From an optimization exercise on the open Yosys and OpenROAD flow, aimed at small area, a short achievable clock period and few clock cycles; shortcuts taken in it are not production practice. At most, simulation tests tie the RTL to the original design; equivalence was not proved. Power and IR drop assume default switching activity.

==> module cpu, before the edit <==
module cpu(clk, reset_n, read_m1, address1, data1, read_m2, write_m2, address2, data2_in, data2_out, num_inst, output_port, is_halted);
	input clk;
	input reset_n;
	output read_m1;
	output [16-1:0] address1;
	output read_m2;
	output write_m2;
	output [16-1:0] address2;
	input [16-1:0] data1;
	input [16-1:0] data2_in;
	output [16-1:0] data2_out;
	output reg [16-1:0] num_inst;
	output reg [16-1:0] output_port;
	output is_halted;
	reg [15:0] pc;                  
	reg        dv;                  
	reg        fwd_a, fwd_b;        
	reg        ld_use;              
	reg [15:0] di;                  
	reg [15:0] dpc1;                
	reg        mv, m_we, m_ld, m_st, m_wwd, m_hlt;
	reg [1:0]  m_dst;
	reg [15:0] m_res;               
	reg [15:0] m_sd;                
	reg [15:0] r0, r1, r2, r3;
	assign read_m1 = 1'b1;
	assign address1 = pc;
	assign read_m2 = m_ld;
	assign write_m2 = m_st;
	assign address2 = m_res;
	assign data2_out = m_sd;
	assign is_halted = m_hlt;
	wire [3:0] op = di[15:12];
	wire [1:0] rs = di[11:10];
	wire [1:0] rt = di[9:8];
	wire [1:0] rd = di[7:6];
	wire [5:0] fn = di[5:0];
	wire [15:0] imm = {{8{di[7]}}, di[7:0]};
	wire op_br   = (op[3:2] == 2'b00);           
	wire op_adi  = (op == 4'd4);
	wire op_ori  = (op == 4'd5);
	wire op_lhi  = (op == 4'd6);
	wire op_lwd  = (op == 4'd7);
	wire op_swd  = (op == 4'd8);
	wire op_jal  = (op == 4'd10);
	wire op_r    = (op == 4'd15);
	wire r_alu   = op_r & ~fn[3];                
	wire r_spec  = op_r &  fn[3];                
	wire r_jpr   = r_spec & ~fn[2] & ~fn[1];
	wire r_jrl   = r_spec & ~fn[2] &  fn[1];
	wire r_wwd   = r_spec &  fn[2] & ~fn[0];
	wire r_hlt   = r_spec &  fn[2] &  fn[0];
	wire jr      = r_jpr | r_jrl;
	wire we      = op_adi | op_ori | op_lhi | op_lwd | r_alu | op_jal | r_jrl;
	wire [1:0] dst = (op_jal | r_jrl) ? 2'd2 : op_r ? rd : rt;
	wire [15:0] rf_a = rs[1] ? (rs[0] ? r3 : r2) : (rs[0] ? r1 : r0);
	wire [15:0] rf_b = rt[1] ? (rt[0] ? r3 : r2) : (rt[0] ? r1 : r0);
	wire [15:0] A = fwd_a ? m_res : rf_a;
	wire [15:0] B = fwd_b ? m_res : rf_b;
	wire stall = dv & ld_use;
	wire d_hlt = dv & r_hlt;
	wire hold  = stall | d_hlt;
	wire issue = dv & ~hold;
	wire is_sub = r_alu & (fn[2:0] == 3'd1);
	wire inv_a  = r_alu & fn[2] & ~fn[1];            
	wire [15:0] yv = r_alu ? B : imm;
	wire [15:0] add_x = op_br ? dpc1 : inv_a ? ~A : A;
	wire [15:0] add_y = (inv_a | r_spec) ? 16'd0 : is_sub ? ~yv : yv;
	wire [15:0] sum = add_x + add_y + {15'd0, is_sub | (inv_a & fn[0])};
	reg [15:0] res;
	always @(*) begin
		if (op_lhi) res = {di[7:0], 8'h00};
		else if (op_jal | r_jrl) res = dpc1;                           
		else if (op_ori | (r_alu & fn[2:0] == 3'd3)) res = A | yv;
		else if (r_alu & fn[2:0] == 3'd2) res = A & yv;
		else if (r_alu & fn[2:0] == 3'd6) res = {A[14:0], 1'b0};
		else if (r_alu & fn[2:0] == 3'd7) res = {1'b0, A[15:1]};
		else res = sum;
	end
	wire a_zero = (A == 16'd0);
	wire eq = (A == B);
	reg taken;
	always @(*) begin
		case (op[1:0])
			2'd0: taken = ~eq;
			2'd1: taken = eq;
			2'd2: taken = ~A[15] & ~a_zero;
			default: taken = A[15];
		endcase
	end
		wire br_redirect = issue & op_br & taken & (di[7:0] != 8'd0);
	wire jr_redirect = issue & jr;
	wire redirect = br_redirect | jr_redirect;
	wire f_jump = (data1[15:12] == 4'd9) | (data1[15:12] == 4'd10);
	wire [15:0] pc_inc = pc + 16'd1;
	wire f_take = f_jump & ~hold & ~redirect;
	wire [15:0] x_next = hold ? pc :
	                     redirect ? sum : pc_inc;
	wire [15:0] pc_next = f_take ? {4'h0, data1[11:0]} : x_next;
	wire [3:0] f_op = data1[15:12];
	wire [1:0] f_rs = data1[11:10];
	wire [1:0] f_rt = data1[9:8];
	wire f_use_rs = ~(f_op == 4'd6 | f_op == 4'd9 | f_op == 4'd10);
	wire f_use_rt = (f_op[3:1] == 3'd0) | (f_op == 4'd8) | ((f_op == 4'd15) & ~data1[3] & ~data1[2]);
	wire x_wr = issue & we;
	wire f_hit_rs = x_wr & (dst == f_rs);
	wire f_hit_rt = x_wr & (dst == f_rt);
	always @(posedge clk) begin
		if (!reset_n) begin
			pc <= 16'd0;
			dv <= 1'b0;
			fwd_a <= 1'b0;
			fwd_b <= 1'b0;
			ld_use <= 1'b0;
			mv <= 1'b0;
			m_we <= 1'b0;
			m_ld <= 1'b0;
			m_st <= 1'b0;
			m_wwd <= 1'b0;
			m_hlt <= 1'b0;
			num_inst <= 16'd0;
			output_port <= 16'd0;
		end
		else begin
			pc <= pc_next;
			if (!hold)
				dv <= ~redirect;
			if (!hold) begin
				fwd_a <= f_hit_rs & ~op_lwd;
				fwd_b <= f_hit_rt & ~op_lwd;
				ld_use <= op_lwd & ((f_hit_rs & f_use_rs) | (f_hit_rt & f_use_rt));
			end
			else begin
				fwd_a <= 1'b0;
				fwd_b <= 1'b0;
				ld_use <= 1'b0;
			end
			mv <= issue;
			m_we <= issue & we;
			m_ld <= issue & op_lwd;
			m_st <= issue & op_swd;
			m_wwd <= issue & r_wwd;
			m_hlt <= d_hlt;
			if (mv) num_inst <= num_inst + 16'd1;
			if (mv & m_wwd) output_port <= m_res;
		end
	end
	always @(posedge clk) begin
		if (!hold) begin
			di <= data1;
			dpc1 <= pc_inc;
		end
		m_dst <= dst;
		m_res <= res;
		m_sd <= B;
	end
	wire [15:0] wd = reset_n ? (m_ld ? data2_in : m_res) : 16'd0;
	wire wr = m_we | ~reset_n;
	always @(posedge clk) begin
		if (wr && (m_dst == 2'd0 || !reset_n)) r0 <= wd;
		if (wr && (m_dst == 2'd1 || !reset_n)) r1 <= wd;
		if (wr && (m_dst == 2'd2 || !reset_n)) r2 <= wd;
		if (wr && (m_dst == 2'd3 || !reset_n)) r3 <= wd;
	end
endmodule
==> flow/config.mk <==
export PLATFORM = sky130hd
export DESIGN_NAME = cpu
export DESIGN_NICKNAME = cpu
export VERILOG_FILES = /design/flow/design.v
export SDC_FILE = /design/flow/constraint.sdc
export NUM_CORES = 4
export LEC_CHECK = 0
export ABC_AREA = 1
export CAP_MARGIN = 20
export CORE_MARGIN = 2
export CORE_UTILIZATION = 40
export SLEW_MARGIN = 20
==> flow/constraint.sdc <==
create_clock -name core_clock -period 15.0 [get_ports {clk}]
set_input_delay 3.0000 -clock core_clock [delete_from_list [all_inputs] [get_ports {clk}]]
set_output_delay 3.0000 -clock core_clock [all_outputs]
set_load 0.01 [all_outputs]
standard.sh (not shown) runs the stock make flow with config.mk's settings and CLKGATE_MAP_FILE= SYNTH_SCRIPT=/design/flow/synth_recipe.tcl, a recipe that flattens the netlist after the stock synthesis.
==> flow/flow/run.sh <==
#!/bin/bash
# Standard ORFS layout (the standard.sh) with extra make variables from flow/args, one per
# line: a larger SETUP_SLACK_MARGIN makes the resizer work on the critical paths even though the
# clock constraint is loose, and BUFFER_PORTS_ARGS picks the port buffer cell.
set -euo pipefail
mapfile -t extra < flow/args
bash standard.sh "${extra[@]}" finish > standard_flow.log 2>&1
==> flow/flow/args <==
SETUP_SLACK_MARGIN=11
BUFFER_PORTS_ARGS=-buffer_cell sky130_fd_sc_hd__buf_2
Testbench counts at the start, summed over its fixed seeds: cycles 39,662.
==> next run, changes <==
--- a/flow/design.v
+++ b/flow/design.v
@@ -62,21 +62,28 @@
 	wire d_hlt = dv & r_hlt;
 	wire hold  = stall | d_hlt;
 	wire issue = dv & ~hold;
 	wire is_sub = r_alu & (fn[2:0] == 3'd1);
-	wire inv_a  = r_alu & fn[2] & ~fn[1];            
-	wire [15:0] yv = r_alu ? B : imm;
-	wire [15:0] add_x = op_br ? dpc1 : inv_a ? ~A : A;
-	wire [15:0] add_y = (inv_a | r_spec) ? 16'd0 : is_sub ? ~yv : yv;
-	wire [15:0] sum = add_x + add_y + {15'd0, is_sub | (inv_a & fn[0])};
+	wire is_tcp = r_alu & (fn[2:0] == 3'd5);
+	wire [15:0] add_x = op_br ? dpc1 : is_tcp ? ~A : A;      
+	wire [15:0] add_y = is_tcp ? 16'd0 : r_alu ? (is_sub ? ~B : B) : imm;
+	wire [15:0] sum = add_x + add_y + {15'd0, is_sub | is_tcp};
 	reg [15:0] res;
 	always @(*) begin
-		if (op_lhi) res = {di[7:0], 8'h00};
-		else if (op_jal | r_jrl) res = dpc1;                           
-		else if (op_ori | (r_alu & fn[2:0] == 3'd3)) res = A | yv;
-		else if (r_alu & fn[2:0] == 3'd2) res = A & yv;
-		else if (r_alu & fn[2:0] == 3'd6) res = {A[14:0], 1'b0};
-		else if (r_alu & fn[2:0] == 3'd7) res = {1'b0, A[15:1]};
+		if (op_r) begin
+			case (fn[2:0])
+				3'd2: res = A & B;
+				3'd3: res = A | B;
+				3'd4: res = ~A;
+				3'd6: res = {A[14:0], 1'b0};
+				3'd7: res = {1'b0, A[15:1]};
+				default: res = sum;
+			endcase
+			if (r_spec) res = fn[1] ? dpc1 : A;       
+		end
+		else if (op_ori) res = A | imm;
+		else if (op_lhi) res = {di[7:0], 8'h00};
+		else if (op_jal) res = dpc1;
 		else res = sum;
 	end
 	wire a_zero = (A == 16'd0);
 	wire eq = (A == B);
@@ -88,16 +95,18 @@
 			2'd2: taken = ~A[15] & ~a_zero;
 			default: taken = A[15];
 		endcase
 	end
-		wire br_redirect = issue & op_br & taken & (di[7:0] != 8'd0);
+	wire [15:0] btarget = sum;
+	wire br_redirect = issue & op_br & taken & (di[7:0] != 8'd0);
 	wire jr_redirect = issue & jr;
 	wire redirect = br_redirect | jr_redirect;
 	wire f_jump = (data1[15:12] == 4'd9) | (data1[15:12] == 4'd10);
 	wire [15:0] pc_inc = pc + 16'd1;
 	wire f_take = f_jump & ~hold & ~redirect;
 	wire [15:0] x_next = hold ? pc :
-	                     redirect ? sum : pc_inc;
+	                     br_redirect ? btarget :
+	                     jr_redirect ? A : pc_inc;
 	wire [15:0] pc_next = f_take ? {4'h0, data1[11:0]} : x_next;
 	wire [3:0] f_op = data1[15:12];
 	wire [1:0] f_rs = data1[11:10];
 	wire [1:0] f_rt = data1[9:8];
After rerunning:
- The new run finished with timing, DRC and antenna clean
- routed wire length rises by about 7%
- via count rises by about 5%
- count of clock-buffer cells in the layout rises by 2
- combinational power rises by about 1%
- total power falls by 1.8%
- worst hold slack improved by 0.018 ns
For the second run of this note, only the layout was checked, not whether the RTL still works.

afterwards: timing with drivers on the ports:
No port has a modelled driver above. Below, the same layouts with a new extraction and two added sets of constraints. Step 1 sets driving cells, clkbuf_16 on the clock port and buf_2 on the other inputs (assumed; they add their load-dependent delay and slew). Step 2 moves the port delays by t, midway between the first and last clock arrival at a register: inputs arrive t later, outputs are due t later. That takes back most of the time a late clock gives input paths. a / b / c = no drivers / after step 1 / after step 2; a / b = the first two.
| run | t (ns) | setup WS [ns] | worst setup path after step 2 | latest minus earliest clock arrival (ns) | worst slew at a driven data input, ns |
|---|---|---|---|---|---|
| the first run | 0.502 | 11.003 / 10.952 / 10.690 | input to register | 0.013 / 0.013 | 0.05 |
| the second run | 0.504 | 11.010 / 10.956 / 10.620 | input to register | 0.023 / 0.023 | 0.04 |
After both steps every run listed still meets setup and hold. For the second run, which loses most, drivers alone change the setup slack by -0.054 ns; drivers and shift together by -0.390 ns.
